Background: an optimization exercise with open tools, aiming at small area, a short achievable clock period and few clock cycles per item. Do not read the settings as production practice. In this exercise RTL edits were held to simulation tests only and were not proved equivalent to the original.

build 7:
// top
module top(
		input wire [31:0] opa,
		input wire [31:0] opb,
		input wire start,
		input wire rst,
		input wire clk,
		output reg done,
		output reg [31:0] result
);
export LEC_CHECK = 0
export CAP_MARGIN = 20
export CORE_MARGIN = 2
export CORE_UTILIZATION = 30
export SETUP_SLACK_MARGIN = 2.8
export SLEW_MARGIN = 20
create_clock -name core_clock -period 7.0 [get_ports {clk}]
standard.sh (not shown) runs the stock make flow with config.mk's settings and CLKGATE_MAP_FILE= SYNTH_SCRIPT=/design/flow/synth_recipe.tcl, a recipe that flattens the netlist after the stock synthesis.
==> flow/flow/run.sh <==
#!/bin/bash
# Standard layout, with plain buf_1 cells as the port buffers.
set -euo pipefail
export BUFFER_PORTS_ARGS="-buffer_cell sky130_fd_sc_hd__buf_1"
bash standard.sh > standard.log 2>&1
Testbench counts of build 7, summed over its fixed seeds: cycles 51,745, items 2,400.
The following lists how build 76 was set up differently from build 7:
Settings: a change of SETUP_SLACK_MARGIN from 2.8 to 2.5.
==> comparison <==
- Changes observed in build 76 relative to build 7: final-stage net count decreased about 2.5%.
- Between build 7 and build 76, number of cells traversed by the worst register-to-register path decreased.
- Relative to build 7, the non-clock buffer count measured on build 76 has decreased by more than 10%.
- Per the comparison of build 76 with build 7, count of clock-net buffers in the final layout fell 1, final cell count now smaller, number of maximum-capacitance violations has remained practically unchanged.
- Compared with build 7, in build 76 cell area after layout down 7.1%, routed wire length down about 5.3%.
> inputs changed (build 76 -> build 54)
Settings: CORE_UTILIZATION changed from 30 to 25; SETUP_SLACK_MARGIN changed from 2.5 to 2.7.
==> comparison <==
- Of build 54 and build 76, the run reporting the lower worst setup margin was build 76.
- Where total wire length is concerned, build 76 is better than build 54.
- Post-detailed-route wirelength per cell: build 54 lower than build 76
- Build 54 reports a higher post-place instance area than build 76 does.
- Measured against each other, build 54 and build 76 differ in post-layout minimum cycle time, the lower figure coming from build 54.
- Met1 layer usage reported by global route (lower): build 54
- From build 76 to build 54 the numbers moved as follows: utilization went down.
> inputs changed (build 54 -> build 43)
Settings: CORE_UTILIZATION changed from 25 to 40; SETUP_SLACK_MARGIN changed from 2.7 to 2.5.
Findings:
- Every run in the comparison, build 43 and build 54, completed the flow with a clean layout.
- Lower routed length on met1 among build 43 and build 54: build 43
- [compare] base=build 54 new=build 43: die area moved down; global-route met3 utilization went up by 2.0 points; clock skew held; sum of met2 wire segment lengths after detailed routing went down 9.2%; reg-to-reg setup timing slack now sits lower.
- Comparing build 43 and build 54, routed wire length is higher on build 54.
- Global-route usage in build 43 vs build 54: up 10 points
- In the tables for build 43 and build 54, cell area reads higher with build 54.

alpha:
top, a different RTL version from the one above (not shown whole).
Size: ~71 flip-flops, about 100 I/O pins, ~6600 um2 of cells after synthesis.
Settings: LEC_CHECK=0, CAP_MARGIN=20, CORE_MARGIN=2, CORE_UTILIZATION=40, PLACE_DENSITY=0.5, SETUP_SLACK_MARGIN=2.5, SLEW_MARGIN=20; clock period 7.0 ns.
Scripts as last shown in full above: flow/flow/run.sh
Testbench counts of alpha, summed over its fixed seeds: cycles 52,913, items 2,400.
Input-level comparison between beta and alpha:
Settings: a deleted PLACE_DENSITY that had been 0.5.
==> flow/flow/run.sh <==
#!/bin/bash
# Standard layout, with plain buf_1 cells as the port buffers and timing
# repair limited to gate sizing and pin swaps (no buffer insertion).
set -euo pipefail
export BUFFER_PORTS_ARGS="-buffer_cell sky130_fd_sc_hd__buf_1"
export SETUP_MOVE_SEQUENCE="unbuffer,sizeup,swap"
bash standard.sh > standard.log 2>&1
Findings:
Compared to alpha, beta has area growth from synthesis to layout 5.7 points higher.
alpha → beta: design area now larger.
Relative to alpha, sequential portion of the cell area decreased by 1.1 points in beta.
Compared with alpha, beta shows detailed-routed wire length on met3 that has gone up by a few percent.
Input-level comparison between gamma and beta:
Settings: swapping 2.5 for 3 in SETUP_SLACK_MARGIN.
==> flow/run.sh (new file) <==
#!/bin/bash
# synth_recipe.tcl (not shown) runs the flow's synth.tcl, then flattens the netlist and writes it again
# the make line also repeats each setting of config.mk as NAME=value (left out here)
make -C /OpenROAD-flow-scripts/flow DESIGN_CONFIG=/design/flow/config.mk WORK_HOME=/design/flow/orfs CLKGATE_MAP_FILE= SYNTH_SCRIPT=/design/flow/synth_recipe.tcl finish
removed: flow/flow/run.sh
removed: flow/standard.sh
==> comparison <==
- Of the two candidates, beta has the better post-layout instance area and gamma the worse one.
- Number of global-route vias before repair delta for gamma relative to beta: about 7% higher
- The core of gamma is more densely filled than that of beta.
- gamma ended with more area after detailed placement than beta.
- Critical path depth: gamma > beta
[inputs] delta vs gamma
Settings: swapping 3 for 2 in SETUP_SLACK_MARGIN; swapping 40 for 60 in CORE_UTILIZATION.
==> flow/flow/run.sh (new file) <==
#!/bin/bash
# Standard layout, with plain buf_1 cells as the port buffers.
set -euo pipefail
export BUFFER_PORTS_ARGS="-buffer_cell sky130_fd_sc_hd__buf_1"
bash standard.sh > standard.log 2>&1
==> flow/standard.sh (new file) <==
#!/bin/bash
# synth_recipe.tcl (not shown) runs the flow's synth.tcl, then flattens the netlist and writes it again
# the make line also repeats each setting of config.mk as NAME=value (left out here)
make -C /OpenROAD-flow-scripts/flow DESIGN_CONFIG=/design/flow/config.mk WORK_HOME=/design/flow/orfs CLKGATE_MAP_FILE= SYNTH_SCRIPT=/design/flow/synth_recipe.tcl "${@:-finish}"
removed: flow/run.sh
### Flow results
- Between delta and gamma, it is delta whose final net count is lower, by 56.
- The placer's final routability congestion estimate of delta exceeds that of gamma by 0.060.
- delta falls short of gamma in worst setup slack.
- On first-pass GRT wire length, gamma loses to delta.
- edfxtp_1 as the slowest stage cell on the critical path was reported by gamma, and dfxtp_1 by delta.
Edits applied to the flow inputs when going from delta to epsilon:
Settings: swapping 2 for 3 in SETUP_SLACK_MARGIN; swapping 60 for 40 in CORE_UTILIZATION.
==> flow/flow/run.sh <==
#!/bin/bash
# Standard layout, with plain buf_1 cells as the port buffers and timing
# repair limited to gate sizing and pin swaps (no buffer insertion).
set -euo pipefail
export BUFFER_PORTS_ARGS="-buffer_cell sky130_fd_sc_hd__buf_1"
export SETUP_MOVE_SEQUENCE="unbuffer,sizeup,swap"
bash standard.sh > standard.log 2>&1
==> notes.md <==
Across epsilon and delta, the outcome is the same: a clean finish for every run. Going from delta to epsilon, wire length went up by 4.4%; utilization went down by 18 points. Clock transition time at the flip-flop clock pins of the worst setup and hold paths is higher on delta. Clock-buffer cell count (lower): epsilon. epsilon vs. delta: minimum clock period after layout moved up; total met3 wirelength after detailed routing dropped 600 um.

separate check: timing with driven ports:
No port has a modelled driver above. Below, the same layouts with a new extraction and two added sets of constraints. Step 1: set_driving_cell puts a clkbuf_16 on clk and a buf_2 on each other input, an assumption about the parent block. Step 2 times the ports against the registers' clock, not the clock port: input delays grow and output delays shrink by t, the midpoint of the rising clock arrivals with the driver on. Slacks: ideal / step 1 / step 2; pairs: ideal / step 1.
run | t, ns | slack for setup (ns) | latest minus earliest clock arrival (ns) | slew at the worst register clock pin (ns) | worst slew at a driven data input, ns
build 7 | 0.394 | 2.752 / 2.706 / 2.865 | 0.006 / 0.006 | 0.06 / 0.06 | 0.04
build 76 | 0.394 | 2.601 / 2.560 / 2.609 | 0.014 / 0.014 | 0.07 / 0.07 | 0.04
build 54 | 0.393 | 2.713 / 2.671 / 2.754 | 0.010 / 0.010 | 0.06 / 0.06 | 0.05
build 43 | 0.392 | 2.566 / 2.520 / 2.699 | 0.008 / 0.009 | 0.07 / 0.07 | 0.04
alpha | 0.378 | 2.645 / 2.604 / 2.785 | 0.010 / 0.010 | 0.07 / 0.07 | 0.05
beta | 0.372 | 2.078 / 2.039 / 2.149 | 0.006 / 0.006 | 0.06 / 0.06 | 0.04
gamma | 0.376 | 2.853 / 2.814 / 2.993 | 0.005 / 0.006 | 0.06 / 0.06 | 0.04
delta | 0.395 | 2.100 / 2.068 / 2.307 | 0.015 / 0.014 | 0.09 / 0.09 | 0.04
epsilon | 0.376 | 1.891 / 1.851 / 2.051 | 0.005 / 0.005 | 0.06 / 0.06 | 0.04
After both steps every run listed still meets setup and hold.
